From an optimization exercise on the open Yosys and OpenROAD flow, aimed at small area; shortcuts taken in it are not production practice.
The RTL was checked by simulation tests, not by an equivalence proof against the original design.
No activity file was given, so power comes from the tool's default toggle rates.

==> flow/design.v (outline; a module is shown in full before it is edited, if it fits) <==
// module ysyx_23060336_IFU: 98 lines
// module ysyx_23060336_IDU: 968 lines
// module ysyx_23060336_RCA: 18 lines
// module ysyx_23060336_INC: 17 lines
// module ysyx_23060336_AddSub: 41 lines
// module ysyx_23060336_SHIFT: 2127 lines
// module ysyx_23060336_ALU: 54 lines
// module ysyx_23060336_ARBITER: 83 lines
// module ysyx_23060336_XBAR: 65 lines
// module ysyx_23060336_CLINT: 32 lines
// module ysyx_23060336_EXU: 101 lines
// module ysyx_23060336_LSU: 112 lines
// module ysyx_23060336_WBU: 32 lines
// module ysyx_23060336_REG: 37 lines
// module ysyx_23060336_CSR: 48 lines
// module ysyx_23060336_ICACHE: 100 lines
// module ysyx_23060336: 534 lines
module ysyx_23060336(
  input         clock,
                reset,
                io_interrupt,
                io_master_awready,
  output        io_master_awvalid,
  output [31:0] io_master_awaddr,
  output [3:0]  io_master_awid,
  output [7:0]  io_master_awlen,
  output [2:0]  io_master_awsize,
  output [1:0]  io_master_awburst,
  input         io_master_wready,
  output        io_master_wvalid,
  output [31:0] io_master_wdata,
  output [3:0]  io_master_wstrb,
  output        io_master_wlast,
                io_master_bready,
  input         io_master_bvalid,
  input  [1:0]  io_master_bresp,
  input  [3:0]  io_master_bid,
  input         io_master_arready,
  output        io_master_arvalid,
  output [31:0] io_master_araddr,
  output [3:0]  io_master_arid,
  output [7:0]  io_master_arlen,
  output [2:0]  io_master_arsize,
  output [1:0]  io_master_arburst,
  output        io_master_rready,
  input         io_master_rvalid,
  input  [1:0]  io_master_rresp,
  input  [31:0] io_master_rdata,
  input         io_master_rlast,
  input  [3:0]  io_master_rid,
  output        io_slave_awready,
  input         io_slave_awvalid,
  input  [31:0] io_slave_awaddr,
  input  [3:0]  io_slave_awid,
  input  [7:0]  io_slave_awlen,
  input  [2:0]  io_slave_awsize,
  input  [1:0]  io_slave_awburst,
  output        io_slave_wready,
  input         io_slave_wvalid,
  input  [31:0] io_slave_wdata,
  input  [3:0]  io_slave_wstrb,
  input         io_slave_wlast,
                io_slave_bready,
  output        io_slave_bvalid,
  output [1:0]  io_slave_bresp,
  output [3:0]  io_slave_bid,
  output        io_slave_arready,
  input         io_slave_arvalid,
  input  [31:0] io_slave_araddr,
  input  [3:0]  io_slave_arid,
  input  [7:0]  io_slave_arlen,
  input  [2:0]  io_slave_arsize,
  input  [1:0]  io_slave_arburst,
  input         io_slave_rready,
  output        io_slave_rvalid,
  output [1:0]  io_slave_rresp,
  output [31:0] io_slave_rdata,
  output [3:0]  io_slave_rid,
  output        io_slave_rlast
);
  // ...
==> flow/flow/run.sh <==
#!/bin/bash
# Standard ORFS layout, except: synthesis maps the logic with an area-oriented
# abc script (flow/abc_area.script, via flow/mysynth.tcl), and CTS uses
# clkbuf_8 clock buffers, small clusters and no dummy loads.  Each step's
# output goes to a log file in this folder.
set -euo pipefail
W=$(pwd)
export MY_ABC_SCRIPT=$W/flow/abc_area.script
CTS="-sink_clustering_enable -repair_clock_nets -dont_use_dummy_load -buf_list sky130_fd_sc_hd__clkbuf_8 -root_buf sky130_fd_sc_hd__clkbuf_16 -sink_clustering_size 15 -sink_clustering_max_diameter 50"
M=(make -C "$FLOW_HOME" DESIGN_CONFIG=$W/config.mk WORK_HOME=$W/orfs CLKGATE_MAP_FILE= SYNTH_SCRIPT=$W/flow/mysynth.tcl)
"${M[@]}" synth > $W/synth.log 2>&1
CTS_ARGS="$CTS" "${M[@]}" CTS_ARGS="$CTS" finish > $W/layout.log 2>&1
R=$W/orfs/results/$FLOW_PLATFORM/ysyx_23060336/base
: # left out here: write the final layout as DEF
==> flow/flow/abc_area.script <==
strash
&get -n
&fraig -x
&put
scorr
dc2
dc2
strash
&get -n
&dch -f
&nf
&put
==> flow/flow/mysynth.tcl <==
proc synth {args} { yosys synth -nofsm -noshare {*}$args }
# technology mapping with an area-oriented abc script and no delay target
proc abc {args} {
  set out {}
  set i 0
  while {$i < [llength $args]} {
    set a [lindex $args $i]
    if {$a eq "-script"} {
      lappend out -script $::env(MY_ABC_SCRIPT)
      incr i 2
    } elseif {$a eq "-D" || $a eq "-constr"} {
      incr i 2
    } else {
      lappend out $a
      incr i
    }
  }
  yosys abc {*}$out
}
source $::env(SCRIPTS_DIR)/synth.tcl
# left out here: clear keep_hierarchy, flatten, clean up, hide names made inside functions, write 1_2_yosys.v
==> flow/standard.sh <==
#!/bin/bash
# synth_recipe.tcl (not shown) runs the flow's synth.tcl, then flattens the netlist and writes it again
# the make line also repeats each setting of config.mk as NAME=value (left out here)
make -C /OpenROAD-flow-scripts/flow DESIGN_CONFIG=/design/flow/config.mk WORK_HOME=/design/flow/orfs CLKGATE_MAP_FILE= SYNTH_SCRIPT=/design/flow/synth_recipe.tcl "${@:-finish}"
==> flow/config.mk <==
export PLATFORM = sky130hd
export DESIGN_NAME = ysyx_23060336
export DESIGN_NICKNAME = ysyx_23060336
export VERILOG_FILES = /design/flow/design.v
export SDC_FILE = /design/flow/constraint.sdc
export NUM_CORES = 4
export LEC_CHECK = 0
export CAP_MARGIN = 5
export CORE_MARGIN = 2
export CORE_UTILIZATION = 40
export PLACE_DENSITY = 0.6
export SLEW_MARGIN = 5
==> flow/constraint.sdc <==
create_clock -name core_clock -period 25.0 [get_ports {clock}]
set_input_delay 5.0000 -clock core_clock [delete_from_list [all_inputs] [get_ports {clock}]]
set_output_delay 5.0000 -clock core_clock [all_outputs]
set_load 0.01 [all_outputs]
==> impl_metrics.py, run 1 <==
metrics = {
    "setup_path": {
        "slowest_delay_ps": 550,
        "cp_top_family": "adder cells",
        "cp_num_cells": 56,
        "r2r-start": "exu_AluSel[3]",
        "crit_top_cell": "fa_1",
    },
    "status": {
        "status": "finished clean",
    },
    "detailed_routing": {
        "ant_nets": 0,
        "via_per_inst": 6.423,
        "highest_layer": "met5",
        "firstDrtPassIters": 9,
    },
    "pwr": {
        "vdd_drop_max_mv": 0.06266,
        "p_leak_uw": 0.03348,
        "maxPowerGroup": "sequential cells",
        "p_comb_uw": 2110,
        "p_clk_uw": 1850,
    },
    "timing": {
        "fin_worst_skew_ps": 175.8,
        "worst_slew_pin_slew_ps": 1199,
        "fin_crit_ps": 24170,
        "setup_tns_ps": 0,
    },
    "synthesis": {
        "postSynth.asyncResetShare_pct": 0,
        "netlist_instances": 6743,
        "ys_warn_count": 12,
        "synth_edf_count": 1876,
    },
    "placement": {
        "portBuffers": 148,
        "dp.cells": 10170,
        "gp_congestion": 0.9838,
    },
    "cts": {
        "clkLatencyLatePin_ps": 880,
        "cts-root-buf": "clkbuf_16",
    },
    "grt": {
        "track_usage_pct": 28.82,
        "grt_max_degree": 156,
        "grt_pass1_vias": 63340,
    },
    "layout": {
        "design_area_um2": 102500,
        "syn_to_final_growth_pct": 11.91,
        "design.seq.count": 2163,
        "fin_util_pct": 45.07,
        "multiInputGateArea_um2": 29250,
    },
    "worst_hold_path": {
        "min_path_type": "flop to flop",
        "holdPathEnd": "exu_pc[1]",
        "min_from": "idu_pc[1]",
    },
    "floorplan": {
        "chipWidth_um": 482.6,
    },
}
==> module ysyx_23060336_WBU, before the edit <==
module ysyx_23060336_WBU(
  input         clock,
                io_in_next_CsrWr,
                reset,
  output        io_in_ready,
  input         io_in_valid,
  input         io_in_bits_ecall,
                io_in_bits_RegWr,
                io_in_bits_CsrWr,
  output        io_reg_wen,
                io_csr_wen,
                io_csr_ecall
);
  reg  [1:0] state;
  wire       _io_reg_wen_T = state == 2'h2;
  always @(posedge clock) begin
    if (reset)
      state <= 2'h0;
    else if (state == 2'h2)
      state <= 2'h0;
    else if (state == 2'h1)
      state <= 2'h2;
    else if (~(|state) & io_in_valid)
      state <= io_in_next_CsrWr ? 2'h1 : 2'h2;
    else
      state <= 2'h0;
  end
  assign io_in_ready = ~(|state);
  assign io_reg_wen = io_in_bits_RegWr & _io_reg_wen_T;
  assign io_csr_wen = io_in_bits_CsrWr & state == 2'h1;
  assign io_csr_ecall = io_in_bits_ecall & _io_reg_wen_T;
endmodule
==> module ysyx_23060336, before the edit <==
module ysyx_23060336(
  input         clock,
                reset,
                io_interrupt,
                io_master_awready,
  output        io_master_awvalid,
  output [31:0] io_master_awaddr,
  output [3:0]  io_master_awid,
  output [7:0]  io_master_awlen,
  output [2:0]  io_master_awsize,
  output [1:0]  io_master_awburst,
  input         io_master_wready,
  output        io_master_wvalid,
  output [31:0] io_master_wdata,
  output [3:0]  io_master_wstrb,
  output        io_master_wlast,
                io_master_bready,
  input         io_master_bvalid,
  input  [1:0]  io_master_bresp,
  input  [3:0]  io_master_bid,
  input         io_master_arready,
  output        io_master_arvalid,
  output [31:0] io_master_araddr,
  output [3:0]  io_master_arid,
  output [7:0]  io_master_arlen,
  output [2:0]  io_master_arsize,
  output [1:0]  io_master_arburst,
  output        io_master_rready,
  input         io_master_rvalid,
  input  [1:0]  io_master_rresp,
  input  [31:0] io_master_rdata,
  input         io_master_rlast,
  input  [3:0]  io_master_rid,
  output        io_slave_awready,
  input         io_slave_awvalid,
  input  [31:0] io_slave_awaddr,
  input  [3:0]  io_slave_awid,
  input  [7:0]  io_slave_awlen,
  input  [2:0]  io_slave_awsize,
  input  [1:0]  io_slave_awburst,
  output        io_slave_wready,
  input         io_slave_wvalid,
  input  [31:0] io_slave_wdata,
  input  [3:0]  io_slave_wstrb,
  input         io_slave_wlast,
                io_slave_bready,
  output        io_slave_bvalid,
  output [1:0]  io_slave_bresp,
  output [3:0]  io_slave_bid,
  output        io_slave_arready,
  input         io_slave_arvalid,
  input  [31:0] io_slave_araddr,
  input  [3:0]  io_slave_arid,
  input  [7:0]  io_slave_arlen,
  input  [2:0]  io_slave_arsize,
  input  [1:0]  io_slave_arburst,
  input         io_slave_rready,
  output        io_slave_rvalid,
  output [1:0]  io_slave_rresp,
  output [31:0] io_slave_rdata,
  output [3:0]  io_slave_rid,
  output        io_slave_rlast
);
  wire        _ifu_io_out_valid;
  wire [31:0] _ifu_io_out_bits_pc;
  wire [31:0] _ifu_io_out_bits_inst;
  wire        _ifu_io_axi_arvalid;
  wire [31:0] _ifu_io_axi_araddr;
  wire        _ifu_io_axi_rready;
  wire        _icache_io_master_arvalid;
  wire [31:0] _icache_io_master_araddr;
  wire        _icache_io_master_rready;
  wire        _icache_io_slave_arready;
  wire        _icache_io_slave_rvalid;
  wire [31:0] _icache_io_slave_rdata;
  wire        _idu_io_in_ready;
  wire        _idu_io_out_valid;
  wire [31:0] _idu_io_out_bits_imm;
  wire [1:0]  _idu_io_out_bits_pcmux;
  wire [3:0]  _idu_io_out_bits_AluSel;
  wire [3:0]  _idu_io_out_bits_AluMux;
  wire        _idu_io_out_bits_branch;
  wire        _idu_io_out_bits_mret;
  wire        _idu_io_out_bits_lsu_MemWr;
  wire        _idu_io_out_bits_lsu_MemtoReg;
  wire        _idu_io_out_bits_lsu_wbu_ecall;
  wire        _idu_io_out_bits_lsu_wbu_RegWr;
  wire        _idu_io_out_bits_lsu_wbu_CsrWr;
  wire [2:0]  _idu_io_out_bits_lsu_wbu_instType;
  wire [4:0]  _idu_io_out_bits_lsu_wbu_rd;
  wire [31:0] _reg_src1;
  wire [31:0] _reg_src2;
  wire [31:0] _csr_mepc;
  wire [31:0] _csr_mtvec;
  wire [31:0] _csr_csrdata;
  wire        _exu_io_in_ready;
  wire        _exu_io_out_valid;
  wire [31:0] _exu_io_out_bits_result;
  wire [31:0] _exu_io_dnpc;
  wire        _exu_io_dnpc_skip;
  wire        _ifu_io_axi_araddr_skip;
  wire        _exu_io_exu_valid;
  wire        _exu_io_isRAW_control;
  wire        _lsu_io_in_ready;
  wire        _lsu_io_out_valid;
  wire [31:0] _lsu_io_out_bits_regdata;
  wire        _lsu_io_axi_awvalid;
  wire [31:0] _lsu_io_axi_awaddr;
  wire [2:0]  _lsu_io_axi_awsize;
  wire        _lsu_io_axi_wvalid;
  wire [31:0] _lsu_io_axi_wdata;
  wire [3:0]  _lsu_io_axi_wstrb;
  wire        _lsu_io_axi_wlast;
  wire        _lsu_io_axi_arvalid;
  wire [31:0] _lsu_io_axi_araddr;
  wire [2:0]  _lsu_io_axi_arsize;
  wire        _lsu_io_axi_rready;
  wire        _wbu_io_in_ready;
  wire        _wbu_io_reg_wen;
  wire        _wbu_io_csr_wen;
  wire        _wbu_io_csr_ecall;
  wire        _arbiter_io_ifu_arready;
  wire        _arbiter_io_ifu_rvalid;
  wire [31:0] _arbiter_io_ifu_rdata;
  wire        _arbiter_io_lsu_wready;
  wire        _arbiter_io_lsu_bvalid;
  wire        _arbiter_io_lsu_arready;
  wire        _arbiter_io_lsu_rvalid;
  wire [31:0] _arbiter_io_lsu_rdata;
  wire        _arbiter_io_axi_arvalid;
  wire [31:0] _arbiter_io_axi_araddr;
  wire [3:0]  _arbiter_io_axi_arid;
  wire [2:0]  _arbiter_io_axi_arsize;
  wire        _arbiter_io_axi_rready;
  wire        _xbar_io_slave_arready;
  wire        _xbar_io_slave_rvalid;
  wire [31:0] _xbar_io_slave_rdata;
  wire        _clint_io_axi_arready;
  wire        _clint_io_axi_rvalid;
  wire [31:0] _clint_io_axi_rdata;
  wire        _xbar_io_clint_arvalid;
  wire [31:0] _xbar_io_clint_araddr;
  reg  [31:0] idu_pc;
  reg  [31:0] idu_inst;
  reg  [31:0] exu_pc;
  reg  [31:0] exu_src1;
  reg  [31:0] exu_imm;
  reg  [31:0] exu_d2;
  reg  [1:0]  exu_pcmux;
  reg  [3:0]  exu_AluSel;
  reg  [3:0]  exu_AluMux;
  reg         exu_branch;
  reg         exu_mret;
  reg         exu_MemWr;
  reg         exu_MemtoReg;
  reg  [2:0]  exu_fn;
  reg         exu_ecall;
  reg         exu_RegWr;
  reg         exu_CsrWr;
  reg  [3:0]  exu_rd;
  reg  [2:0]  exu_csrsel;
  reg  [31:0] lsu_result;
  reg  [31:0] lsu_data;
  reg         lsu_MemWr;
  reg         lsu_MemtoReg;
  reg  [2:0]  lsu_fn;
  reg         lsu_ecall;
  reg         lsu_RegWr;
  reg         lsu_CsrWr;
  reg  [3:0]  lsu_rd;
  reg  [2:0]  lsu_csrsel;
  reg  [31:0] wbu_regdata;
  reg  [31:0] wbu_csrdata;
  reg         wbu_ecall;
  reg         wbu_RegWr;
  reg         wbu_CsrWr;
  reg  [3:0]  wbu_rd;
  reg  [2:0]  wbu_csrsel;
  wire [11:0] csr = idu_inst[31:20];
  wire        sys = _idu_io_out_bits_lsu_wbu_instType == 3'h6;
  wire [31:0] sysdata =
    (|idu_inst[14:12]) ? _csr_csrdata : idu_inst[21] ? _csr_mepc : _csr_mtvec;
  wire [2:0]  csrsel =
    csr == 12'h305 ? 3'h4
    : csr == 12'h300 ? 3'h5
    : csr == 12'h341 ? 3'h6
    : csr == 12'h342 ? 3'h7 : 3'h0;
  always @(posedge clock) begin
    if (_ifu_io_out_valid & _idu_io_in_ready) begin
      idu_pc <= _ifu_io_out_bits_pc;
      idu_inst <= _ifu_io_out_bits_inst;
    end
    if (_idu_io_out_valid & _exu_io_in_ready) begin
      exu_pc <= idu_pc;
      exu_src1 <= _reg_src1;
      exu_imm <= _idu_io_out_bits_imm | {27'h0, sys ? idu_inst[19:15] : 5'h0};
      exu_d2 <= sys ? sysdata : _reg_src2;
      exu_pcmux <= _idu_io_out_bits_pcmux;
      exu_AluSel <= _idu_io_out_bits_AluSel;
      exu_AluMux <= _idu_io_out_bits_lsu_wbu_ecall ? 4'h4 : _idu_io_out_bits_AluMux;
      exu_branch <= _idu_io_out_bits_branch;
      exu_mret <= _idu_io_out_bits_mret;
      exu_MemWr <= _idu_io_out_bits_lsu_MemWr;
      exu_MemtoReg <= _idu_io_out_bits_lsu_MemtoReg;
      exu_fn <= idu_inst[14:12];
      exu_ecall <= _idu_io_out_bits_lsu_wbu_ecall;
      exu_RegWr <= _idu_io_out_bits_lsu_wbu_RegWr;
      exu_CsrWr <= _idu_io_out_bits_lsu_wbu_CsrWr;
      exu_rd <= _idu_io_out_bits_lsu_wbu_rd[4] ? 4'h0 : _idu_io_out_bits_lsu_wbu_rd[3:0];
      exu_csrsel <= csrsel;
    end
    if (_exu_io_out_valid & _lsu_io_in_ready) begin
      lsu_result <= _exu_io_out_bits_result;
      lsu_data <= exu_d2;
      lsu_MemWr <= exu_MemWr;
      lsu_MemtoReg <= exu_MemtoReg;
      lsu_fn <= exu_fn;
      lsu_ecall <= exu_ecall;
      lsu_RegWr <= exu_RegWr;
      lsu_CsrWr <= exu_CsrWr;
      lsu_rd <= exu_rd;
      lsu_csrsel <= exu_csrsel;
    end
    if (_lsu_io_out_valid & _wbu_io_in_ready) begin
      wbu_regdata <= _lsu_io_out_bits_regdata;
      wbu_csrdata <= lsu_result;
      wbu_ecall <= lsu_ecall;
      wbu_RegWr <= lsu_RegWr;
      wbu_CsrWr <= lsu_CsrWr;
      wbu_rd <= lsu_rd;
      wbu_csrsel <= lsu_csrsel;
    end
  end
  ysyx_23060336_IFU ifu (
    .clock            (clock),
    .reset            (reset),
    .io_out_ready     (_idu_io_in_ready),
    .io_out_valid     (_ifu_io_out_valid),
    .io_out_bits_pc   (_ifu_io_out_bits_pc),
    .io_out_bits_inst (_ifu_io_out_bits_inst),
    .io_axi_arready   (_icache_io_slave_arready),
    .io_axi_arvalid   (_ifu_io_axi_arvalid),
    .io_axi_araddr    (_ifu_io_axi_araddr),
    .io_axi_rready    (_ifu_io_axi_rready),
    .io_axi_rvalid    (_icache_io_slave_rvalid),
    .io_axi_rdata     (_icache_io_slave_rdata),
    .io_dnpc          (_exu_io_dnpc),
    .io_dnpc_skip     (_exu_io_dnpc_skip),
    .io_axi_araddr_skip (_ifu_io_axi_araddr_skip),
    .io_exu_valid     (_exu_io_exu_valid),
    .io_isRAW_control (_exu_io_isRAW_control)
  );
  ysyx_23060336_IDU idu (
    .clock                          (clock),
    .reset                          (reset),
    .io_in_ready                    (_idu_io_in_ready),
    .io_in_valid                    (_ifu_io_out_valid),
    .io_in_bits_pc                  (idu_pc),
    .io_in_bits_inst                (idu_inst),
    .io_out_ready                   (_exu_io_in_ready),
    .io_out_valid                   (_idu_io_out_valid),
    .io_out_bits_pc                 (),
    .io_out_bits_src1               (),
    .io_out_bits_rezimm             (),
    .io_out_bits_rers1              (),
    .io_out_bits_imm                (_idu_io_out_bits_imm),
    .io_out_bits_mtvec              (),
    .io_out_bits_mepc               (),
    .io_out_bits_pcmux              (_idu_io_out_bits_pcmux),
    .io_out_bits_AluSel             (_idu_io_out_bits_AluSel),
    .io_out_bits_AluMux             (_idu_io_out_bits_AluMux),
    .io_out_bits_branch             (_idu_io_out_bits_branch),
    .io_out_bits_mret               (_idu_io_out_bits_mret),
    .io_out_bits_lsu_MemWr          (_idu_io_out_bits_lsu_MemWr),
    .io_out_bits_lsu_MemtoReg       (_idu_io_out_bits_lsu_MemtoReg),
    .io_out_bits_lsu_awsize         (),
    .io_out_bits_lsu_arsize         (),
    .io_out_bits_lsu_RegNum         (),
    .io_out_bits_lsu_wstrb          (),
    .io_out_bits_lsu_src2           (),
    .io_out_bits_lsu_csrdata        (),
    .io_out_bits_lsu_wbu_ebreak     (),
    .io_out_bits_lsu_wbu_ecall      (_idu_io_out_bits_lsu_wbu_ecall),
    .io_out_bits_lsu_wbu_RegWr      (_idu_io_out_bits_lsu_wbu_RegWr),
    .io_out_bits_lsu_wbu_CsrWr      (_idu_io_out_bits_lsu_wbu_CsrWr),
    .io_out_bits_lsu_wbu_isRAW_data (),
    .io_out_bits_lsu_wbu_instType   (_idu_io_out_bits_lsu_wbu_instType),
    .io_out_bits_lsu_wbu_rd         (_idu_io_out_bits_lsu_wbu_rd),
    .io_out_bits_lsu_wbu_csr        (),
    .io_reg_rs1                     (),
    .io_reg_rs2                     (),
    .io_reg_src1                    (32'h0),
    .io_reg_src2                    (32'h0),
    .io_csr_mepc                    (32'h0),
    .io_csr_mtvec                   (32'h0),
    .io_csr_csrdata                 (32'h0),
    .io_csr_csr                     (),
    .io_exu_rd                      ({1'b0, exu_rd}),
    .io_lsu_rd                      ({1'b0, lsu_rd}),
    .io_wbu_rd                      ({1'b0, wbu_rd})
  );
  ysyx_23060336_EXU exu (
    .clock              (clock),
    .reset              (reset),
    .io_in_ready        (_exu_io_in_ready),
    .io_in_valid        (_idu_io_out_valid),
    .io_in_bits_pc      (exu_pc),
    .io_in_bits_src1    (exu_src1),
    .io_in_bits_imm     (exu_imm),
    .io_in_bits_d2      (exu_d2),
    .io_in_bits_pcmux   (exu_pcmux),
    .io_in_bits_AluSel  (exu_AluSel),
    .io_in_bits_AluMux  (exu_AluMux),
    .io_in_bits_branch  (exu_branch),
    .io_in_bits_mret    (exu_mret),
    .io_in_bits_ecall   (exu_ecall),
    .io_out_ready       (_lsu_io_in_ready),
    .io_out_valid       (_exu_io_out_valid),
    .io_out_bits_result (_exu_io_out_bits_result),
    .io_dnpc            (_exu_io_dnpc),
    .io_dnpc_skip       (_exu_io_dnpc_skip),
    .io_exu_valid       (_exu_io_exu_valid),
    .io_isRAW_control   (_exu_io_isRAW_control)
  );
  ysyx_23060336_LSU lsu (
    .clock               (clock),
    .reset               (reset),
    .io_axi_awvalid      (_lsu_io_axi_awvalid),
    .io_axi_awaddr       (_lsu_io_axi_awaddr),
    .io_axi_awsize       (_lsu_io_axi_awsize),
    .io_axi_wready       (_arbiter_io_lsu_wready),
    .io_axi_wvalid       (_lsu_io_axi_wvalid),
    .io_axi_wdata        (_lsu_io_axi_wdata),
    .io_axi_wstrb        (_lsu_io_axi_wstrb),
    .io_axi_wlast        (_lsu_io_axi_wlast),
    .io_axi_bvalid       (_arbiter_io_lsu_bvalid),
    .io_axi_arready      (_arbiter_io_lsu_arready),
    .io_axi_arvalid      (_lsu_io_axi_arvalid),
    .io_axi_araddr       (_lsu_io_axi_araddr),
    .io_axi_arsize       (_lsu_io_axi_arsize),
    .io_axi_rready       (_lsu_io_axi_rready),
    .io_axi_rvalid       (_arbiter_io_lsu_rvalid),
    .io_axi_rdata        (_arbiter_io_lsu_rdata),
    .io_in_ready         (_lsu_io_in_ready),
    .io_in_valid         (_exu_io_out_valid),
    .io_in_bits_result   (lsu_result),
    .io_in_bits_MemWr    (lsu_MemWr),
    .io_in_bits_MemtoReg (lsu_MemtoReg),
    .io_in_bits_fn       (lsu_fn),
    .io_in_bits_data     (lsu_data),
    .io_in_bits_CsrWr    (lsu_CsrWr),
    .io_out_ready        (_wbu_io_in_ready),
    .io_out_valid        (_lsu_io_out_valid),
    .io_out_bits_regdata (_lsu_io_out_bits_regdata)
  );
  ysyx_23060336_WBU wbu (
    .clock            (clock),
    .io_in_next_CsrWr (lsu_CsrWr),
    .reset            (reset),
    .io_in_ready      (_wbu_io_in_ready),
    .io_in_valid      (_lsu_io_out_valid),
    .io_in_bits_ecall (wbu_ecall),
    .io_in_bits_RegWr (wbu_RegWr),
    .io_in_bits_CsrWr (wbu_CsrWr),
    .io_reg_wen       (_wbu_io_reg_wen),
    .io_csr_wen       (_wbu_io_csr_wen),
    .io_csr_ecall     (_wbu_io_csr_ecall)
  );
  ysyx_23060336_REG reg_0 (
    .clock    (clock),
    .io_load  (_ifu_io_out_valid & _idu_io_in_ready),
    .io_busy  (~_idu_io_in_ready),
    .io_rs1_in(_ifu_io_out_bits_inst[19:15]),
    .io_rs1   (idu_inst[19:15]),
    .io_rs2   (idu_inst[24:20]),
    .io_src1  (_reg_src1),
    .io_src2  (_reg_src2),
    .io_wen   (_wbu_io_reg_wen),
    .io_waddr (wbu_rd),
    .io_wdata (wbu_regdata)
  );
  ysyx_23060336_CSR csr_0 (
    .clock      (clock),
    .reset      (reset),
    .io_mepc    (_csr_mepc),
    .io_mtvec   (_csr_mtvec),
    .io_csrdata (_csr_csrdata),
    .io_csr     (csr),
    .io_wen     (_wbu_io_csr_wen),
    .io_ecall   (_wbu_io_csr_ecall),
    .io_wsel    (wbu_csrsel),
    .io_wdata   (wbu_csrdata)
  );
  ysyx_23060336_ARBITER arbiter (
    .clock          (clock),
    .reset          (reset),
    .io_ifu_arready (_arbiter_io_ifu_arready),
    .io_ifu_arvalid (_icache_io_master_arvalid),
    .io_ifu_araddr  (_icache_io_master_araddr),
    .io_ifu_rready  (_icache_io_master_rready),
    .io_ifu_rvalid  (_arbiter_io_ifu_rvalid),
    .io_ifu_rdata   (_arbiter_io_ifu_rdata),
    .io_lsu_awready (),
    .io_lsu_awvalid (_lsu_io_axi_awvalid),
    .io_lsu_awaddr  (_lsu_io_axi_awaddr),
    .io_lsu_awsize  (_lsu_io_axi_awsize),
    .io_lsu_wready  (_arbiter_io_lsu_wready),
    .io_lsu_wvalid  (_lsu_io_axi_wvalid),
    .io_lsu_wdata   (_lsu_io_axi_wdata),
    .io_lsu_wstrb   (_lsu_io_axi_wstrb),
    .io_lsu_wlast   (_lsu_io_axi_wlast),
    .io_lsu_bvalid  (_arbiter_io_lsu_bvalid),
    .io_lsu_arready (_arbiter_io_lsu_arready),
    .io_lsu_arvalid (_lsu_io_axi_arvalid),
    .io_lsu_araddr  (_lsu_io_axi_araddr),
    .io_lsu_arsize  (_lsu_io_axi_arsize),
    .io_lsu_rready  (_lsu_io_axi_rready),
    .io_lsu_rvalid  (_arbiter_io_lsu_rvalid),
    .io_lsu_rdata   (_arbiter_io_lsu_rdata),
    .io_axi_awready (io_master_awready),
    .io_axi_awvalid (),
    .io_axi_awaddr  (),
    .io_axi_awsize  (),
    .io_axi_wready  (io_master_wready),
    .io_axi_wvalid  (),
    .io_axi_wdata   (),
    .io_axi_wstrb   (),
    .io_axi_wlast   (),
    .io_axi_bvalid  (io_master_bvalid),
    .io_axi_arready (_xbar_io_slave_arready),
    .io_axi_arvalid (_arbiter_io_axi_arvalid),
    .io_axi_araddr  (_arbiter_io_axi_araddr),
    .io_axi_arid    (_arbiter_io_axi_arid),
    .io_axi_arsize  (_arbiter_io_axi_arsize),
    .io_axi_rready  (_arbiter_io_axi_rready),
    .io_axi_rvalid  (_xbar_io_slave_rvalid),
    .io_axi_rdata   (_xbar_io_slave_rdata)
  );
  ysyx_23060336_XBAR xbar (
    .io_slave_awready  (),
    .io_slave_awvalid  (1'b0),
    .io_slave_awaddr   (32'h0),
    .io_slave_awsize   (3'h0),
    .io_slave_wready   (),
    .io_slave_wvalid   (1'b0),
    .io_slave_wdata    (32'h0),
    .io_slave_wstrb    (4'h0),
    .io_slave_wlast    (1'b0),
    .io_slave_bvalid   (),
    .io_slave_arready  (_xbar_io_slave_arready),
    .io_slave_arvalid  (_arbiter_io_axi_arvalid),
    .io_slave_araddr   (_arbiter_io_axi_araddr),
    .io_slave_arid     (_arbiter_io_axi_arid),
    .io_slave_arsize   (_arbiter_io_axi_arsize),
    .io_slave_rready   (_arbiter_io_axi_rready),
    .io_slave_rvalid   (_xbar_io_slave_rvalid),
    .io_slave_rdata    (_xbar_io_slave_rdata),
    .io_master_awready (io_master_awready),
    .io_master_awvalid (),
    .io_master_awaddr  (),
    .io_master_awsize  (),
    .io_master_wready  (io_master_wready),
    .io_master_wvalid  (),
    .io_master_wdata   (),
    .io_master_wstrb   (),
    .io_master_wlast   (),
    .io_master_bvalid  (io_master_bvalid),
    .io_master_arready (io_master_arready),
    .io_master_arvalid (io_master_arvalid),
    .io_master_araddr  (io_master_araddr),
    .io_master_arid    (io_master_arid),
    .io_master_arsize  (io_master_arsize),
    .io_master_rready  (io_master_rready),
    .io_master_rvalid  (io_master_rvalid),
    .io_master_rdata   (io_master_rdata),
    .io_clint_arready  (_clint_io_axi_arready),
    .io_clint_arvalid  (_xbar_io_clint_arvalid),
    .io_clint_araddr   (_xbar_io_clint_araddr),
    .io_clint_rvalid   (_clint_io_axi_rvalid),
    .io_clint_rdata    (_clint_io_axi_rdata)
  );
  ysyx_23060336_CLINT clint (
    .clock          (clock),
    .reset          (reset),
    .io_axi_arready (_clint_io_axi_arready),
    .io_axi_arvalid (_xbar_io_clint_arvalid),
    .io_axi_araddr  (_xbar_io_clint_araddr),
    .io_axi_rvalid  (_clint_io_axi_rvalid),
    .io_axi_rdata   (_clint_io_axi_rdata)
  );
  ysyx_23060336_ICACHE icache (
    .clock             (clock),
    .reset             (reset),
    .io_master_arready (_arbiter_io_ifu_arready),
    .io_master_arvalid (_icache_io_master_arvalid),
    .io_master_araddr  (_icache_io_master_araddr),
    .io_master_rready  (_icache_io_master_rready),
    .io_master_rvalid  (_arbiter_io_ifu_rvalid),
    .io_master_rdata   (_arbiter_io_ifu_rdata),
    .io_slave_arready  (_icache_io_slave_arready),
    .io_slave_arvalid  (_ifu_io_axi_arvalid),
    .io_slave_araddr   (_ifu_io_axi_araddr),
    .io_slave_rready   (_ifu_io_axi_rready),
    .io_slave_rvalid   (_icache_io_slave_rvalid),
    .io_slave_rdata    (_icache_io_slave_rdata),
    .io_awvalid        (_lsu_io_axi_awvalid),
    .io_awaddr         (_lsu_io_axi_awaddr),
    .io_slave_skip     (_ifu_io_axi_araddr_skip)
  );
  assign io_master_awvalid = _lsu_io_axi_awvalid;
  assign io_master_awaddr = _lsu_io_axi_awaddr;
  assign io_master_awid = 4'h2;
  assign io_master_awlen = 8'h0;
  assign io_master_awsize = _lsu_io_axi_awsize;
  assign io_master_awburst = 2'h1;
  assign io_master_wvalid = _lsu_io_axi_wvalid;
  assign io_master_wdata = _lsu_io_axi_wdata;
  assign io_master_wstrb = _lsu_io_axi_wstrb;
  assign io_master_wlast = _lsu_io_axi_wlast;
  assign io_master_bready = 1'h1;
  assign io_master_arlen = 8'h0;
  assign io_master_arburst = 2'h1;
  assign io_slave_awready = 1'h0;
  assign io_slave_wready = 1'h0;
  assign io_slave_bvalid = 1'h0;
  assign io_slave_bresp = 2'h0;
  assign io_slave_bid = 4'h0;
  assign io_slave_arready = 1'h0;
  assign io_slave_rvalid = 1'h0;
  assign io_slave_rresp = 2'h0;
  assign io_slave_rdata = 32'h0;
  assign io_slave_rid = 4'h0;
  assign io_slave_rlast = 1'h0;
endmodule
==> run 2, diff against run 1 <==
--- a/flow/design.v
+++ b/flow/design.v
@@ -3743,7 +3743,7 @@
   end
   assign io_in_ready = ~(|state);
   assign io_reg_wen = io_in_bits_RegWr & _io_reg_wen_T;
-  assign io_csr_wen = io_in_bits_CsrWr & state == 2'h1;
+  assign io_csr_wen = state == 2'h1;
   assign io_csr_ecall = io_in_bits_ecall & _io_reg_wen_T;
 endmodule
 module ysyx_23060336_REG(
@@ -4020,6 +4020,7 @@
   wire        _idu_io_out_bits_lsu_wbu_RegWr;
   wire        _idu_io_out_bits_lsu_wbu_CsrWr;
   wire [2:0]  _idu_io_out_bits_lsu_wbu_instType;
+  wire        _idu_io_out_bits_lsu_wbu_isRAW_data;
   wire [4:0]  _idu_io_out_bits_lsu_wbu_rd;
   wire [31:0] _reg_src1;
   wire [31:0] _reg_src2;
@@ -4077,21 +4078,24 @@
   reg  [31:0] idu_inst;
   reg  [31:0] exu_pc;
   reg  [31:0] exu_src1;
-  reg  [31:0] exu_imm;
   reg  [31:0] exu_d2;
-  reg  [1:0]  exu_pcmux;
-  reg  [3:0]  exu_AluSel;
-  reg  [3:0]  exu_AluMux;
-  reg         exu_branch;
-  reg         exu_mret;
-  reg         exu_MemWr;
-  reg         exu_MemtoReg;
-  reg  [2:0]  exu_fn;
-  reg         exu_ecall;
-  reg         exu_RegWr;
-  reg         exu_CsrWr;
-  reg  [3:0]  exu_rd;
-  reg  [2:0]  exu_csrsel;
+  reg  [31:2] exu_inst;
+  reg         exu_v;
+  reg         exu_bub;
+  wire [31:0] exu_imm;
+  wire [1:0]  exu_pcmux;
+  wire [3:0]  exu_AluSel;
+  wire [3:0]  exu_AluMux;
+  wire        exu_branch;
+  wire        exu_mret;
+  wire        exu_MemWr;
+  wire        exu_MemtoReg;
+  wire [2:0]  exu_fn;
+  wire        exu_ecall;
+  wire        exu_RegWr;
+  wire        exu_CsrWr;
+  wire [3:0]  exu_rd;
+  wire [2:0]  exu_csrsel;
   reg  [31:0] lsu_result;
   reg  [31:0] lsu_data;
   reg         lsu_MemWr;
@@ -4103,21 +4107,85 @@
   reg  [3:0]  lsu_rd;
   reg  [2:0]  lsu_csrsel;
   reg  [31:0] wbu_regdata;
-  reg  [31:0] wbu_csrdata;
   reg         wbu_ecall;
   reg         wbu_RegWr;
-  reg         wbu_CsrWr;
   reg  [3:0]  wbu_rd;
-  reg  [2:0]  wbu_csrsel;
   wire [11:0] csr = idu_inst[31:20];
   wire        sys = _idu_io_out_bits_lsu_wbu_instType == 3'h6;
   wire [31:0] sysdata =
     (|idu_inst[14:12]) ? _csr_csrdata : idu_inst[21] ? _csr_mepc : _csr_mtvec;
-  wire [2:0]  csrsel =
-    csr == 12'h305 ? 3'h4
-    : csr == 12'h300 ? 3'h5
-    : csr == 12'h341 ? 3'h6
-    : csr == 12'h342 ? 3'h7 : 3'h0;
+  wire [11:0] xcsr = exu_inst[31:20];
+  assign exu_csrsel =
+    xcsr == 12'h305 ? 3'h4
+    : xcsr == 12'h300 ? 3'h5
+    : xcsr == 12'h341 ? 3'h6
+    : xcsr == 12'h342 ? 3'h7 : 3'h0;
+  wire [31:0] _x_imm;
+  wire [3:0]  _x_AluMux;
+  wire        _x_MemWr;
+  wire        _x_MemtoReg;
+  wire        _x_ecall;
+  wire        _x_RegWr;
+  wire        _x_CsrWr;
+  wire [2:0]  _x_instType;
+  ysyx_23060336_IDU xdec (
+    .clock                          (clock),
+    .reset                          (reset),
+    .io_in_ready                    (),
+    .io_in_valid                    (1'b0),
+    .io_in_bits_pc                  (32'h0),
+    .io_in_bits_inst                ({exu_inst, exu_v, exu_v}),
+    .io_out_ready                   (1'b1),
+    .io_out_valid                   (),
+    .io_out_bits_pc                 (),
+    .io_out_bits_src1               (),
+    .io_out_bits_rezimm             (),
+    .io_out_bits_rers1              (),
+    .io_out_bits_imm                (_x_imm),
+    .io_out_bits_mtvec              (),
+    .io_out_bits_mepc               (),
+    .io_out_bits_pcmux              (exu_pcmux),
+    .io_out_bits_AluSel             (exu_AluSel),
+    .io_out_bits_AluMux             (_x_AluMux),
+    .io_out_bits_branch             (exu_branch),
+    .io_out_bits_mret               (exu_mret),
+    .io_out_bits_lsu_MemWr          (_x_MemWr),
+    .io_out_bits_lsu_MemtoReg       (_x_MemtoReg),
+    .io_out_bits_lsu_awsize         (),
+    .io_out_bits_lsu_arsize         (),
+    .io_out_bits_lsu_RegNum         (),
+    .io_out_bits_lsu_wstrb          (),
+    .io_out_bits_lsu_src2           (),
+    .io_out_bits_lsu_csrdata        (),
+    .io_out_bits_lsu_wbu_ebreak     (),
+    .io_out_bits_lsu_wbu_ecall      (_x_ecall),
+    .io_out_bits_lsu_wbu_RegWr      (_x_RegWr),
+    .io_out_bits_lsu_wbu_CsrWr      (_x_CsrWr),
+    .io_out_bits_lsu_wbu_isRAW_data (),
+    .io_out_bits_lsu_wbu_instType   (_x_instType),
+    .io_out_bits_lsu_wbu_rd         (),
+    .io_out_bits_lsu_wbu_csr        (),
+    .io_reg_rs1                     (),
+    .io_reg_rs2                     (),
+    .io_reg_src1                    (32'h0),
+    .io_reg_src2                    (32'h0),
+    .io_csr_mepc                    (32'h0),
+    .io_csr_mtvec                   (32'h0),
+    .io_csr_csrdata                 (32'h0),
+    .io_csr_csr                     (),
+    .io_exu_rd                      (5'h0),
+    .io_lsu_rd                      (5'h0),
+    .io_wbu_rd                      (5'h0)
+  );
+  assign exu_MemWr = _x_MemWr & ~exu_bub;
+  assign exu_MemtoReg = _x_MemtoReg & ~exu_bub;
+  assign exu_ecall = _x_ecall & ~exu_bub;
+  assign exu_RegWr = _x_RegWr & ~exu_bub;
+  assign exu_CsrWr = _x_CsrWr & ~exu_bub;
+  assign exu_rd = exu_bub | exu_inst[11] ? 4'h0 : exu_inst[10:7];
+  assign exu_fn = exu_inst[14:12];
+  assign exu_imm = _x_imm | {27'h0, _x_instType == 3'h6 ? exu_inst[19:15] : 5'h0};
+  assign exu_AluMux = exu_ecall ? 4'h4 : _x_AluMux;
   always @(posedge clock) begin
     if (_ifu_io_out_valid & _idu_io_in_ready) begin
       idu_pc <= _ifu_io_out_bits_pc;
@@ -4126,21 +4194,10 @@
     if (_idu_io_out_valid & _exu_io_in_ready) begin
       exu_pc <= idu_pc;
       exu_src1 <= _reg_src1;
-      exu_imm <= _idu_io_out_bits_imm | {27'h0, sys ? idu_inst[19:15] : 5'h0};
       exu_d2 <= sys ? sysdata : _reg_src2;
-      exu_pcmux <= _idu_io_out_bits_pcmux;
-      exu_AluSel <= _idu_io_out_bits_AluSel;
-      exu_AluMux <= _idu_io_out_bits_lsu_wbu_ecall ? 4'h4 : _idu_io_out_bits_AluMux;
-      exu_branch <= _idu_io_out_bits_branch;
-      exu_mret <= _idu_io_out_bits_mret;
-      exu_MemWr <= _idu_io_out_bits_lsu_MemWr;
-      exu_MemtoReg <= _idu_io_out_bits_lsu_MemtoReg;
-      exu_fn <= idu_inst[14:12];
-      exu_ecall <= _idu_io_out_bits_lsu_wbu_ecall;
-      exu_RegWr <= _idu_io_out_bits_lsu_wbu_RegWr;
-      exu_CsrWr <= _idu_io_out_bits_lsu_wbu_CsrWr;
-      exu_rd <= _idu_io_out_bits_lsu_wbu_rd[4] ? 4'h0 : _idu_io_out_bits_lsu_wbu_rd[3:0];
-      exu_csrsel <= csrsel;
+      exu_inst <= idu_inst[31:2];
+      exu_v <= &idu_inst[1:0];
+      exu_bub <= _idu_io_out_bits_lsu_wbu_isRAW_data;
     end
     if (_exu_io_out_valid & _lsu_io_in_ready) begin
       lsu_result <= _exu_io_out_bits_result;
@@ -4156,12 +4213,9 @@
     end
     if (_lsu_io_out_valid & _wbu_io_in_ready) begin
       wbu_regdata <= _lsu_io_out_bits_regdata;
-      wbu_csrdata <= lsu_result;
       wbu_ecall <= lsu_ecall;
       wbu_RegWr <= lsu_RegWr;
-      wbu_CsrWr <= lsu_CsrWr;
       wbu_rd <= lsu_rd;
-      wbu_csrsel <= lsu_csrsel;
     end
   end
   ysyx_23060336_IFU ifu (
@@ -4216,7 +4270,7 @@
     .io_out_bits_lsu_wbu_ecall      (_idu_io_out_bits_lsu_wbu_ecall),
     .io_out_bits_lsu_wbu_RegWr      (_idu_io_out_bits_lsu_wbu_RegWr),
     .io_out_bits_lsu_wbu_CsrWr      (_idu_io_out_bits_lsu_wbu_CsrWr),
-    .io_out_bits_lsu_wbu_isRAW_data (),
+    .io_out_bits_lsu_wbu_isRAW_data (_idu_io_out_bits_lsu_wbu_isRAW_data),
     .io_out_bits_lsu_wbu_instType   (_idu_io_out_bits_lsu_wbu_instType),
     .io_out_bits_lsu_wbu_rd         (_idu_io_out_bits_lsu_wbu_rd),
     .io_out_bits_lsu_wbu_csr        (),
@@ -4294,7 +4348,7 @@
     .io_in_valid      (_lsu_io_out_valid),
     .io_in_bits_ecall (wbu_ecall),
     .io_in_bits_RegWr (wbu_RegWr),
-    .io_in_bits_CsrWr (wbu_CsrWr),
+    .io_in_bits_CsrWr (1'b1),
     .io_reg_wen       (_wbu_io_reg_wen),
     .io_csr_wen       (_wbu_io_csr_wen),
     .io_csr_ecall     (_wbu_io_csr_ecall)
@@ -4321,8 +4375,8 @@
     .io_csr     (csr),
     .io_wen     (_wbu_io_csr_wen),
     .io_ecall   (_wbu_io_csr_ecall),
-    .io_wsel    (wbu_csrsel),
-    .io_wdata   (wbu_csrdata)
+    .io_wsel    (lsu_csrsel),
+    .io_wdata   (lsu_result)
   );
   ysyx_23060336_ARBITER arbiter (
     .clock          (clock),
==> run 2 against run 1 <==
  * Wire length shrank 0.80%
  * Final cell count rose by 0.94%
  * Total power is 6.5% lower
  * Clock-buffer cell count stayed put
  * Critical path depth rose by 8
  * Clock skew fell by 8.3 ps
  * Utilization up 0.53 points
  * Clock power about the same
  * Area after synthesis down 1.7%
  * Largest power group unchanged
  * Setup slack lost 140 ps
  * Synthesized cell count shrank 0.46%
  * Sequential power decreased by 3%
==> impl_metrics.py, run 2 <==
metrics = {
    "status": {
        "status": "finished clean",
    },
    "cts": {
        "cts_buffer_depth": 3,
        "cts_sinks": 2100,
        "tritoncts": "yes",
        "clkLatencyLatePin_ps": 870,
        "cts-root-buf": "clkbuf_16",
        "cts.reportedPaths.clkPinSlew_ps": 100,
        "hold_buffers": 0,
        "htreeDepth": 4,
        "numCtsBuffers": 201,
    },
    "timing": {
        "final_hold_viol_count": 0,
        "fin_crit_ps": 24320,
        "setup_tns_ps": 0,
        "worst_slew_pin_slew_ps": 1242,
        "setup_viol": 0,
        "worst_slack_ps": 684.2,
        "max_freq_mhz": 41.13,
        "rsz0062_at_grt": "no",
        "fin_worst_skew_ps": 167.5,
        "fin_crit_sh_pct": 97.26,
        "slew_headroom_pct": 16.91,
        "drv_slew": 0,
    },
    "synthesis": {
        "synth_top_cell_area_share_pct": 60.46,
        "synth_ff_type": "edfxtp_1",
        "netlist_area_um2": 90040,
        "synth_edf_count": 1813,
        "ys_warn_count": 12,
        "postSynth.asyncResetShare_pct": 0,
        "synth_area_leaders": "edfxtp_1 60%, dfxtp_1 6.4%, a222oi_1 3.3%, nand2_1 2.9%, ha_1 2.7%",
        "yosysMostFrequentCell": "edfxtp_1",
        "synth-xor-area-share_pct": 0.9435,
        "ys_seq_area_share_pct": 66.85,
        "synth_common_cells": "1813 x edfxtp_1, 694 x nand2_1, 564 x nor2_1, 427 x a21oi_1, 295 x a222oi_1",
        "synth.distinct_cells": 72,
        "synth_area_per_cell_um2": 13.41,
        "synth_top_cell_by_area": "edfxtp_1",
        "yosys.area_share.adder_pct": 3.988,
        "synth_top_family_by_area": "compound AO/OA/AOI/OAI gates",
        "synth_compound_area_share_pct": 15.08,
        "netlist_instances": 6712,
        "ys_ff_latch": 2100,
        "yosys.area_share.simple_pct": 10.12,
        "synthMuxAreaShare_pct": 1.508,
    },
    "setup_path": {
        "cp-start-kind": "flop",
        "rr_endpoint": "reg_0.shadow[20]",
        "critPathMaxFanout": 3,
        "slowest_delay_ps": 480,
        "reg2reg_depth": 81,
        "crit_top_cell": "fa_2",
        "cp.arrival_ps": 19320,
        "reg2reg_slack_ps": 1410,
        "crit_required_ps": 20000,
        "cp-end-kind": "primary output",
        "r2r-start": "exu_inst[25]",
        "crit_path_top_delay_cell": "fa_1",
        "worstSetupPathType": "flop to primary output",
    },
    "placement": {
        "dp_slack_ps": -22.92,
        "dp.final_hpwl_mm": 222.2,
        "portBuffers": 148,
        "dp.cells": 10280,
        "placed_area_um2": 99330,
        "gp_congestion": 1.012,
    },
    "pwr": {
        "vdd_drop_max_mv": 0.07161,
        "power_uw": 7877,
        "p_leak_uw": 0.03404,
        "powerDensity_nw_per_um2": 77.03,
    },
    "grt": {
        "track_usage_pct": 28.94,
        "grt_pass1_wl_mm": 475.6,
        "grt_overflow": 0,
        "busiest_layer": "met2",
        "met2_usage_pct": 44.36,
        "grt_pass1_vias": 63790,
        "grt_max_degree": 89,
        "grtUsageMet1_pct": 39.23,
        "gr-usage-met3_pct": 6.488,
        "antenna_found_initial": 18,
    },
    "detailed_routing": {
        "drc": 0,
        "drtIter0Drc": 10490,
        "drt_wl_total_mm": 340.6,
        "via_per_inst": 6.402,
        "ant_nets": 0,
        "firstDrtPassIters": 9,
        "vias": 67190,
        "wire_per_inst_um": 32.45,
    },
    "layout": {
        "drive_above_1_share_pct": 10.62,
        "seqCellArea_um2": 60190,
        "largest_register_ffs": 512,
        "final_common_cell": "edfxtp_1",
        "multiInputGateArea_um2": 29570,
        "instances_no_fill": 10500,
        "fill_cells": 20160,
        "final_cell_mix": "1813 x edfxtp_1, 691 x nand2_1, 532 x nor2_1",
        "top_register": "icache.datas",
        "syn_to_final_growth_pct": 13.57,
        "final_nets": 7940,
        "design_area_um2": 102300,
    },
    "floorplan": {
        "ios": 383,
        "initial_core_util_pct": 40.15,
        "core_um2": 224200,
        "placementRows": 174,
        "chipWidth_um": 478.4,
        "die_height_um": 478.4,
        "fp.dieArea_um2": 228900,
    },
    "worst_hold_path": {
        "min_path_type": "flop to flop",
        "whs_path_depth": 0,
        "min_from": "idu_pc[10]",
        "holdPathEnd": "exu_pc[10]",
    },
    "run": {
        "drv_cap": 0,
    },
}
[run 2: cell types whose count changed in the layout (fill, tap and decap cells not counted), moves of 29 or more]
cell      previous run  this run
nand2_1            642       691
nand3_1            115       148
a21oi_1            454       411
edfxtp_1          1876      1813
a22o_1              73       104
o21ai_0            250       186
nor3_1              87       122
o22ai_1            117        58
a31oi_1             17        46
a22oi_1            322       245
buf_4              277       412
a221oi_1           112       146
[run 2: how the worst max path moves through the flow]
stage                            start                end  depth (start not counted)
after floorplan           exu_inst[25]    reg_0.shadow[0]                         72
after global placement    exu_inst[25]  io_master_arvalid                         64
after detailed placement  exu_inst[25]  io_master_arvalid                         64
after CTS                 exu_inst[25]   io_master_rready                         63
after global routing      exu_inst[25]   io_master_rready                         64
final                     exu_inst[25]   io_master_rready                         64
[run 2: cell families after synthesis]
kind of cell | after synthesis
AOI/OAI and AO/OA | 1869
xor gates and xnor gates | 97
adders and majority gates | 251
buffers and inverters | 270
DFF | 2100
muxes | 129
other | 2
and+or+nand+nor | 1994
[run 2: stage by stage]
| stage | hold WS, ps | utilization, % |
|---|---|---|
| 2_1_floorplan | 400.3 | - |
| 3_3_place_gp | 403.8 | 44.30 |
| 3_5_place_dp | 404.5 | 44.30 |
| 4_1_cts | 394.9 | 45.56 |
| 5_1_grt | 408.3 | 45.59 |
| 6_report | 397.9 | 45.60 |
[run 2: cell type report]
cell class | instances | area share, %
flip-flops and latches | 2100 | 58.86
multi-input cells | 4419 | 28.91
repair buffers | 595 | 5.162
well taps | 2992 | 3.661
clock buffers | 201 | 2.716
inverters | 179 | 0.6668
diodes | 9 | 0.02202
[run 2: layer usage]
metal	wire length (µm)	up-vias
li1	-	28280
met5	65	-
met4	16980	10
met3	38250	746
met1	133500	33820
met2	151800	4325
[run 2: timing repair]
item | 4_1_cts | 5_1_grt
gates resized for setup | 17 | 17
pin swaps | 6 | 8
buffers inserted | 1 | 3
endpoints found under the setup margin | 2 | 5
cloned | 0 | 0
[run 2: where the power goes]
group	leakage, µW	switching (µW)	internal (µW)
clock network	0.00145	1110	714
logic	0.0139	1140	614
registers	0.0187	250	4060
total	0.0340	2490	5380
[run 2: worst max-delay path: cells and delay by family (launching register included)]
family          cells  cell delay [ps]
flops               1              400
compound gates     12             1960
buf+inv            10             1490
mux                 1              160
simple gates        9             2380
xor+xnor            2              330
fa+ha+maj          30            11740
==> module ysyx_23060336_IFU, before the edit <==
module ysyx_23060336_IFU(
  input         clock,
                reset,
                io_out_ready,
  output        io_out_valid,
  output [31:0] io_out_bits_pc,
                io_out_bits_inst,
  input         io_axi_arready,
  output        io_axi_arvalid,
  output [31:0] io_axi_araddr,
  output        io_axi_rready,
  input         io_axi_rvalid,
  input  [31:0] io_axi_rdata,
                io_dnpc,
  input         io_dnpc_skip,
  output        io_axi_araddr_skip,
  input         io_exu_valid,
                io_isRAW_control
);
  reg  [31:0] PC;
  reg  [31:0] finst;
  reg  [2:0]  state;
  wire        _PC_T_9 = state == 3'h2;
  wire        _io_axi_rready_T_5 = state == 3'h1;
  wire        _io_axi_arvalid_T_4 = state == 3'h4;
  wire        _PC_T_13 = state == 3'h3;
  wire        _io_axi_arvalid_T_6 = state == 3'h6;
  wire        _io_axi_arvalid_T_2 = state == 3'h5;
  wire        araddr_pc =
    _io_axi_arvalid_T_2 | ~(_io_axi_arvalid_T_4 | _io_axi_arvalid_T_6 & io_exu_valid);
  wire [31:0] io_axi_araddr_0 = araddr_pc ? PC : io_dnpc;
  assign io_axi_araddr_skip =
    araddr_pc ? PC[31:24] == 8'h0F | PC == 32'h10000000 : io_dnpc_skip;
  wire        io_axi_arvalid_0 =
    ~reset
    & (~(|state) | _io_axi_arvalid_T_2 | _io_axi_arvalid_T_4 | _io_axi_arvalid_T_6
       & io_exu_valid);
  wire [31:0] _PC_T_16;
  assign _PC_T_16[1:0] = PC[1:0];
  ysyx_23060336_INC #(30) pcinc (
    .a  (PC[31:2]),
    .ci (1'h1),
    .s  (_PC_T_16[31:2]),
    .co ()
  );
  wire [2:0]  _state_T_9 = io_out_ready ? 3'h0 : 3'h3;
  wire [2:0]  _state_T_10 = {1'h0, ~io_out_ready, 1'h0};
  always @(posedge clock) begin
    if (io_axi_rvalid)
      finst <= io_axi_rdata;
  end
  always @(posedge clock) begin
    if (reset) begin
      PC <= 32'h80000000;
      state <= 3'h5;
    end
    else begin
      if (reset)
        PC <= 32'h80000000;
      else if (io_exu_valid & _io_axi_arvalid_T_6)
        PC <= io_dnpc;
      else if (_io_axi_arvalid_T_4 & io_axi_rvalid & io_out_ready)
        PC <= _PC_T_16;
      else if (_io_axi_arvalid_T_4)
        PC <= io_dnpc;
      else if ((_PC_T_9 | _io_axi_rready_T_5 & io_axi_rvalid | _PC_T_13) & io_out_ready)
        PC <= _PC_T_16;
      if (state == 3'h2)
        state <= io_isRAW_control ? 3'h4 : _state_T_10;
      else if (state == 3'h3)
        state <= _state_T_9;
      else if (state == 3'h4)
        state <= io_axi_rvalid ? _state_T_9 : 3'h4;
      else if (state == 3'h1)
        state <= io_axi_rvalid ? (io_isRAW_control ? 3'h4 : _state_T_10) : 3'h1;
      else if (|state) begin
        if (state == 3'h6)
          state <= io_exu_valid ? 3'h1 : 3'h6;
        else if (state == 3'h5)
          state <= io_axi_arready ? 3'h6 : 3'h5;
        else
          state <= 3'h0;
      end
      else
        state <= io_axi_arready ? (io_axi_rvalid ? 3'h2 : 3'h1) : 3'h0;
    end
  end  
  assign io_out_valid =
    (_PC_T_9 | _io_axi_rready_T_5 & io_axi_rvalid & io_out_ready) & ~io_isRAW_control
    | _io_axi_arvalid_T_4 & io_axi_rvalid & io_out_ready | _PC_T_13 | _io_axi_arvalid_T_6
    & io_axi_rvalid;
  assign io_out_bits_pc = PC;
  assign io_out_bits_inst = io_axi_rvalid & io_out_ready ? io_axi_rdata : finst;
  assign io_axi_arvalid = io_axi_arvalid_0;
  assign io_axi_araddr = io_axi_araddr_0;
  assign io_axi_rready =
    ~(|state) | _io_axi_rready_T_5 | _io_axi_arvalid_T_6 | _io_axi_arvalid_T_4;
endmodule
==> module ysyx_23060336_ICACHE, before the edit <==
module ysyx_23060336_ICACHE(
  input         clock,
                reset,
                io_master_arready,
  output        io_master_arvalid,
  output [31:0] io_master_araddr,
  output        io_master_rready,
  input         io_master_rvalid,
  input  [31:0] io_master_rdata,
  output        io_slave_arready,
  input         io_slave_arvalid,
  input  [31:0] io_slave_araddr,
  input         io_slave_rready,
  output        io_slave_rvalid,
  output [31:0] io_slave_rdata,
  input         io_awvalid,
  input  [31:0] io_awaddr,
  input         io_slave_skip
);
  reg  [25:0] tags [0:15];
  reg  [31:0] datas [0:15];
  reg  [15:0] valids;
  reg  [31:0] araddr;
  wire [25:0] slave_tag = araddr[31:6];
  wire        skip_addr = io_slave_skip;
  reg  [2:0]  state;
  reg  [2:0]  casez_tmp;
  wire        refill = state == 3'h3 & io_master_rvalid;
  wire        inval = io_awvalid & ~refill;
  wire [3:0]  idx = inval ? io_awaddr[5:2] : araddr[5:2];
  reg  [25:0] out_tag;
  reg  [31:0] out_data;
  integer i;
  always @(*) begin
    out_tag = 26'h0;
    out_data = 32'h0;
    for (i = 0; i < 16; i = i + 1) begin
      out_tag = out_tag | {26{idx == i}} & tags[i];
      out_data = out_data | {32{idx == i}} & datas[i];
    end
  end
  wire        out_valid = valids[idx];
  wire [2:0]  _state_T_9 = {~io_slave_rready, 2'h0};
  wire [2:0]  _state_T_11 = ~(|state) & io_slave_arvalid ? {skip_addr, 2'h1} : 3'h0;
  always_comb begin
    casez (state)
      3'b000:
        casez_tmp = _state_T_11;
      3'b001:
        casez_tmp = slave_tag == out_tag & out_valid ? 3'h4 : 3'h2;
      3'b010:
        casez_tmp = io_master_arready ? (io_master_rvalid ? _state_T_9 : 3'h3) : 3'h2;
      3'b011:
        casez_tmp = io_master_rvalid ? _state_T_9 : 3'h3;
      3'b100:
        casez_tmp = _state_T_9;
      3'b101:
        casez_tmp = io_master_rvalid ? 3'h0 : 3'h5;
      default:
        casez_tmp = _state_T_11;
    endcase
  end
  wire        _io_master_rready_T = state == 3'h2;
  wire        _io_master_rready_T_3 = io_slave_arvalid & skip_addr;
  wire        _io_master_rready_T_1 = state == 3'h3;
  wire        _io_master_rready_T_5 = state == 3'h5;
  wire        _io_slave_rdata_T = state == 3'h4;
  always @(posedge clock) begin
    if (reset) begin
      state <= 3'h0;
      valids <= 16'h0;
    end
    else begin
      state <= casez_tmp;
      if (refill | io_awvalid)
        valids[idx] <= ~inval;
    end
  end
  always @(posedge clock) begin
    if (io_slave_arvalid)
      araddr <= io_slave_araddr;
  end
  always @(posedge clock) begin
    if (refill)
      tags[araddr[5:2]] <= slave_tag;
    if (refill | io_awvalid)
      datas[idx] <= io_master_rdata;
  end
  assign io_master_arvalid = _io_master_rready_T | _io_master_rready_T_3;
  assign io_master_araddr = araddr;
  assign io_master_rready =
    _io_master_rready_T | _io_master_rready_T_1 | _io_master_rready_T_3
    | _io_master_rready_T_5;
  assign io_slave_arready = ~(|state);
  assign io_slave_rvalid =
    _io_slave_rdata_T
    | (_io_master_rready_T_5 | _io_master_rready_T_1 | _io_master_rready_T)
    & io_master_rvalid & io_slave_rready;
  assign io_slave_rdata = _io_slave_rdata_T ? out_data : io_master_rdata;
endmodule
==> run 3, diff against run 2 <==
--- a/flow/design.v
+++ b/flow/design.v
@@ -18,7 +18,7 @@
                 io_isRAW_control
 );
   reg  [31:0] PC;
-  reg  [31:0] finst;
+  reg  [31:1] finst;
   reg  [2:0]  state;
   wire        _PC_T_9 = state == 3'h2;
   wire        _io_axi_rready_T_5 = state == 3'h1;
@@ -47,7 +47,7 @@
   wire [2:0]  _state_T_10 = {1'h0, ~io_out_ready, 1'h0};
   always @(posedge clock) begin
     if (io_axi_rvalid)
-      finst <= io_axi_rdata;
+      finst <= {io_axi_rdata[31:2], &io_axi_rdata[1:0]};
   end
   always @(posedge clock) begin
     if (reset) begin
@@ -90,7 +90,8 @@
     | _io_axi_arvalid_T_4 & io_axi_rvalid & io_out_ready | _PC_T_13 | _io_axi_arvalid_T_6
     & io_axi_rvalid;
   assign io_out_bits_pc = PC;
-  assign io_out_bits_inst = io_axi_rvalid & io_out_ready ? io_axi_rdata : finst;
+  assign io_out_bits_inst =
+    io_axi_rvalid & io_out_ready ? io_axi_rdata : {finst[31:2], finst[1], finst[1]};
   assign io_axi_arvalid = io_axi_arvalid_0;
   assign io_axi_araddr = io_axi_araddr_0;
   assign io_axi_rready =
@@ -3851,7 +3852,7 @@
   input         io_slave_skip
 );
   reg  [25:0] tags [0:15];
-  reg  [31:0] datas [0:15];
+  reg  [31:1] datas [0:15];
   reg  [15:0] valids;
   reg  [31:0] araddr;
   wire [25:0] slave_tag = araddr[31:6];
@@ -3869,7 +3870,7 @@
     out_data = 32'h0;
     for (i = 0; i < 16; i = i + 1) begin
       out_tag = out_tag | {26{idx == i}} & tags[i];
-      out_data = out_data | {32{idx == i}} & datas[i];
+      out_data = out_data | {32{idx == i}} & {datas[i], datas[i][1]};
     end
   end
   wire        out_valid = valids[idx];
@@ -3917,7 +3918,7 @@
     if (refill)
       tags[araddr[5:2]] <= slave_tag;
     if (refill | io_awvalid)
-      datas[idx] <= io_master_rdata;
+      datas[idx] <= {io_master_rdata[31:2], &io_master_rdata[1:0]};
   end
   assign io_master_arvalid = _io_master_rready_T | _io_master_rready_T_3;
   assign io_master_araddr = araddr;
@@ -4075,7 +4076,8 @@
   wire        _xbar_io_clint_arvalid;
   wire [31:0] _xbar_io_clint_araddr;
   reg  [31:0] idu_pc;
-  reg  [31:0] idu_inst;
+  reg  [31:1] idu_inst;
+  wire [31:0] idu_instw = {idu_inst[31:2], idu_inst[1], idu_inst[1]};
   reg  [31:0] exu_pc;
   reg  [31:0] exu_src1;
   reg  [31:0] exu_d2;
@@ -4189,14 +4191,14 @@
   always @(posedge clock) begin
     if (_ifu_io_out_valid & _idu_io_in_ready) begin
       idu_pc <= _ifu_io_out_bits_pc;
-      idu_inst <= _ifu_io_out_bits_inst;
+      idu_inst <= {_ifu_io_out_bits_inst[31:2], &_ifu_io_out_bits_inst[1:0]};
     end
     if (_idu_io_out_valid & _exu_io_in_ready) begin
       exu_pc <= idu_pc;
       exu_src1 <= _reg_src1;
       exu_d2 <= sys ? sysdata : _reg_src2;
       exu_inst <= idu_inst[31:2];
-      exu_v <= &idu_inst[1:0];
+      exu_v <= idu_inst[1];
       exu_bub <= _idu_io_out_bits_lsu_wbu_isRAW_data;
     end
     if (_exu_io_out_valid & _lsu_io_in_ready) begin
@@ -4243,7 +4245,7 @@
     .io_in_ready                    (_idu_io_in_ready),
     .io_in_valid                    (_ifu_io_out_valid),
     .io_in_bits_pc                  (idu_pc),
-    .io_in_bits_inst                (idu_inst),
+    .io_in_bits_inst                (idu_instw),
     .io_out_ready                   (_exu_io_in_ready),
     .io_out_valid                   (_idu_io_out_valid),
     .io_out_bits_pc                 (),
==> flow/flow/abc_area.script (replaced) <==
strash
&get -n
&fraig -x
&put
scorr
dc2
dc2
strash
&get -n
&dch -f
&nf -R 1000 -p -F 8 -a -A 4
&put
==> run 3 against run 2 <==
  * Clock-buffer cell count down 5
  * Critical path depth up 2
  * Flip-flop and latch count down 18
  * Sequential power down 3%
  * Die area down 1.6%
  * Highest routed layer unchanged
  * Final cell count down 2.0%
  * Area after synthesis down 1.6%
  * Wire length down 2.9%
  * Clock power about the same
  * Critical path type unchanged
  * Non-clock buffer count up 35
  * First-iteration DRC count down 3.6%
==> impl_metrics.py, run 3 <==
metrics = {
    "detailed_routing": {
        "firstDrtPassIters": 9,
        "ant_nets": 0,
        "vias": 65110,
        "drt_wl_total_mm": 330.9,
        "drc": 0,
        "drtIter0Drc": 10120,
        "wire_per_inst_um": 32.17,
        "via_per_inst": 6.331,
    },
    "timing": {
        "fin_crit_ps": 24300,
        "fin_crit_sh_pct": 97.22,
        "worst_slew_pin_slew_ps": 1368,
        "whs_ps": 361.4,
        "final_hold_viol_count": 0,
        "fin_worst_skew_ps": 93.17,
    },
    "floorplan": {
        "chipWidth_um": 474.6,
        "fp.dieArea_um2": 225300,
        "core_um2": 219900,
        "ios": 383,
        "placementRows": 172,
    },
    "grt": {
        "grt_pass1_vias": 61560,
        "track_usage_pct": 28.77,
        "antenna_found_initial": 30,
        "grt_overflow": 0,
        "grt_pass1_wl_mm": 462.2,
    },
    "worst_hold_path": {
        "min_path_type": "flop to flop",
        "whs_path_depth": 0,
        "holdPathEnd": "exu_pc[30]",
    },
    "cts": {
        "cts-root-buf": "clkbuf_16",
        "tritoncts": "yes",
        "cts_buffer_depth": 3,
        "clkLatencyLatePin_ps": 860,
        "cts.reportedPaths.clkPinSlew_ps": 100,
        "hold_buffers": 0,
    },
    "layout": {
        "syn_to_final_growth_pct": 14.14,
        "fill_cells": 19740,
        "largest_register_ffs": 496,
        "final_common_cell": "edfxtp_1",
        "instances_no_fill": 10290,
        "seqCellArea_um2": 59650,
        "top_register": "icache.datas",
    },
    "synthesis": {
        "postSynth.asyncResetShare_pct": 0,
        "synth_area_per_cell_um2": 13.63,
        "synth_top_cell_area_share_pct": 60.84,
        "synth_area_leaders": "edfxtp_1 61%, dfxtp_1 6.5%, a222oi_1 3.2%, ha_1 2.7%, nand2_1 2.6%",
        "netlist_instances": 6502,
        "ys_ff_latch": 2082,
        "synth_top_cell_by_area": "edfxtp_1",
        "ys_warn_count": 12,
        "synth_edf_count": 1795,
        "synth_common_cells": "1795 x edfxtp_1, 615 x nand2_1, 497 x nor2_1, 457 x a21oi_1, 308 x o21ai_0",
        "yosysMostFrequentCell": "edfxtp_1",
        "synth_ff_type": "edfxtp_1",
        "synth.distinct_cells": 62,
    },
    "placement": {
        "portBuffers": 148,
        "dp.cells": 10070,
        "dp.final_hpwl_mm": 219.0,
    },
    "setup_path": {
        "cp-start-kind": "flop",
        "crit_top_cell": "fa_2",
        "worstSetupPathType": "flop to primary output",
        "r2r-start": "exu_inst[11]",
        "crit_required_ps": 20000,
        "reg2reg_slack_ps": 950,
        "rr_endpoint": "reg_0.shadow[13]",
        "reg2reg_depth": 90,
        "cp.arrival_ps": 19300,
        "critPathMaxFanout": 28,
        "crit_path_top_delay_cell": "clkdlybuf4s50_1",
    },
    "pwr": {
        "p_leak_uw": 0.03351,
        "vdd_drop_max_mv": 0.06975,
    },
    "status": {
        "status": "finished clean",
    },
    "run": {
        "drv_cap": 0,
    },
}
[run 3: what timing repair did]
action                                  CTS  global route
buffers inserted                          3             1
gates resized for setup                  24            17
pin swaps                                 6             3
endpoints found under the setup margin   18            68
[run 3: worst max-delay path: cells and delay by family, from the launching register on]
| kind | cells | cell delay (ps) |
|---|---|---|
| AND/OR/NAND/NOR | 12 | 2080 |
| XOR/XNOR | 1 | 160 |
| flip-flops | 1 | 470 |
| adder cells (fa/ha/maj) | 28 | 11330 |
| AO/OA/AOI/OAI | 14 | 2440 |
| buffers and inverters | 11 | 2000 |
[run 3: metal layers]
metal	track usage [%]	share of wire, %	vias up
met5	0	0.021	-
met4	11.13	4.2	10
met3	5.350	11	647
met2	44.96	45	4019
met1	39.74	40	32900
li1	-	-	27530
[run 3: where the power goes]
group | total, µW | internal [µW] | switching [µW]
logic | 1480 | 545 | 939
clock network | 1790 | 697 | 1090
registers | 4190 | 3970 | 213
total | 7460 | 5210 | 2250
[run 3: logic make-up (layout without fill, tap and decap cells)]
family / after synthesis / count (layout) / share of synthesized area [%]
other: 2 / 92 / 0.008477
AND/OR/NAND/NOR: 1710 / 1710 / 8.780
flip-flops: 2082 / 2082 / 67.33
buffers and inverters: 270 / 1005 / 1.530
AO/OA/AOI/OAI: 1929 / 1929 / 15.39
multiplexers: 163 / 163 / 1.973
XOR/XNOR: 95 / 95 / 0.9392
adder cells (fa/ha/maj): 251 / 251 / 4.053
[run 3: metrics by stage]
| step | setup slack [ps] | power (µW) | instance area (µm²) | setup TNS [ps] | utilization (%) |
|---|---|---|---|---|---|
| after floorplan | 93.74 | 4931 | 89100 | 0 | - |
| final | 695.3 | 7461 | 101100 | 0 | 45.97 |
| after global routing | -14.05 | 7709 | 101100 | -14.05 | 45.96 |
| after detailed placement | -46.84 | 5718 | 98230 | -50.62 | 44.66 |
| after global placement | 136.0 | 5699 | 98230 | 0 | 44.66 |
| after CTS | 23.84 | 7463 | 101000 | 0 | 45.94 |
[run 3: layout make-up]
type                       instances  share of cell area [%]
tap                             2958                   3.660
multi-input combinational       4227                   28.46
antenna                           13                 0.03217
inverter                         179                  0.6645
clock buffer                     196                   2.679
sequential                      2082                   58.99
timing repair buffer             630                   5.514
[run 3: worst max path at each step]
stage,startpoint,endpoint,cells past startpoint
floorplan,exu_inst[2],reg_0.shadow[15],83
CTS,exu_inst[11],io_master_rready,66
detailed placement,exu_inst[8],reg_0.shadow[13],89
global placement,exu_inst[8],reg_0.shadow[13],89
finish,exu_inst[11],io_master_rready,66
global route,exu_inst[25],io_master_rready,67

Check on run 3: ideal ports give 0.695 ns setup slack; a clkbuf_16 on the clock port and buf_2 on the inputs give 0.610 ns; moving port delays by the midpoint clock arrival (0.893 ns) as well gives 0.948 ns.
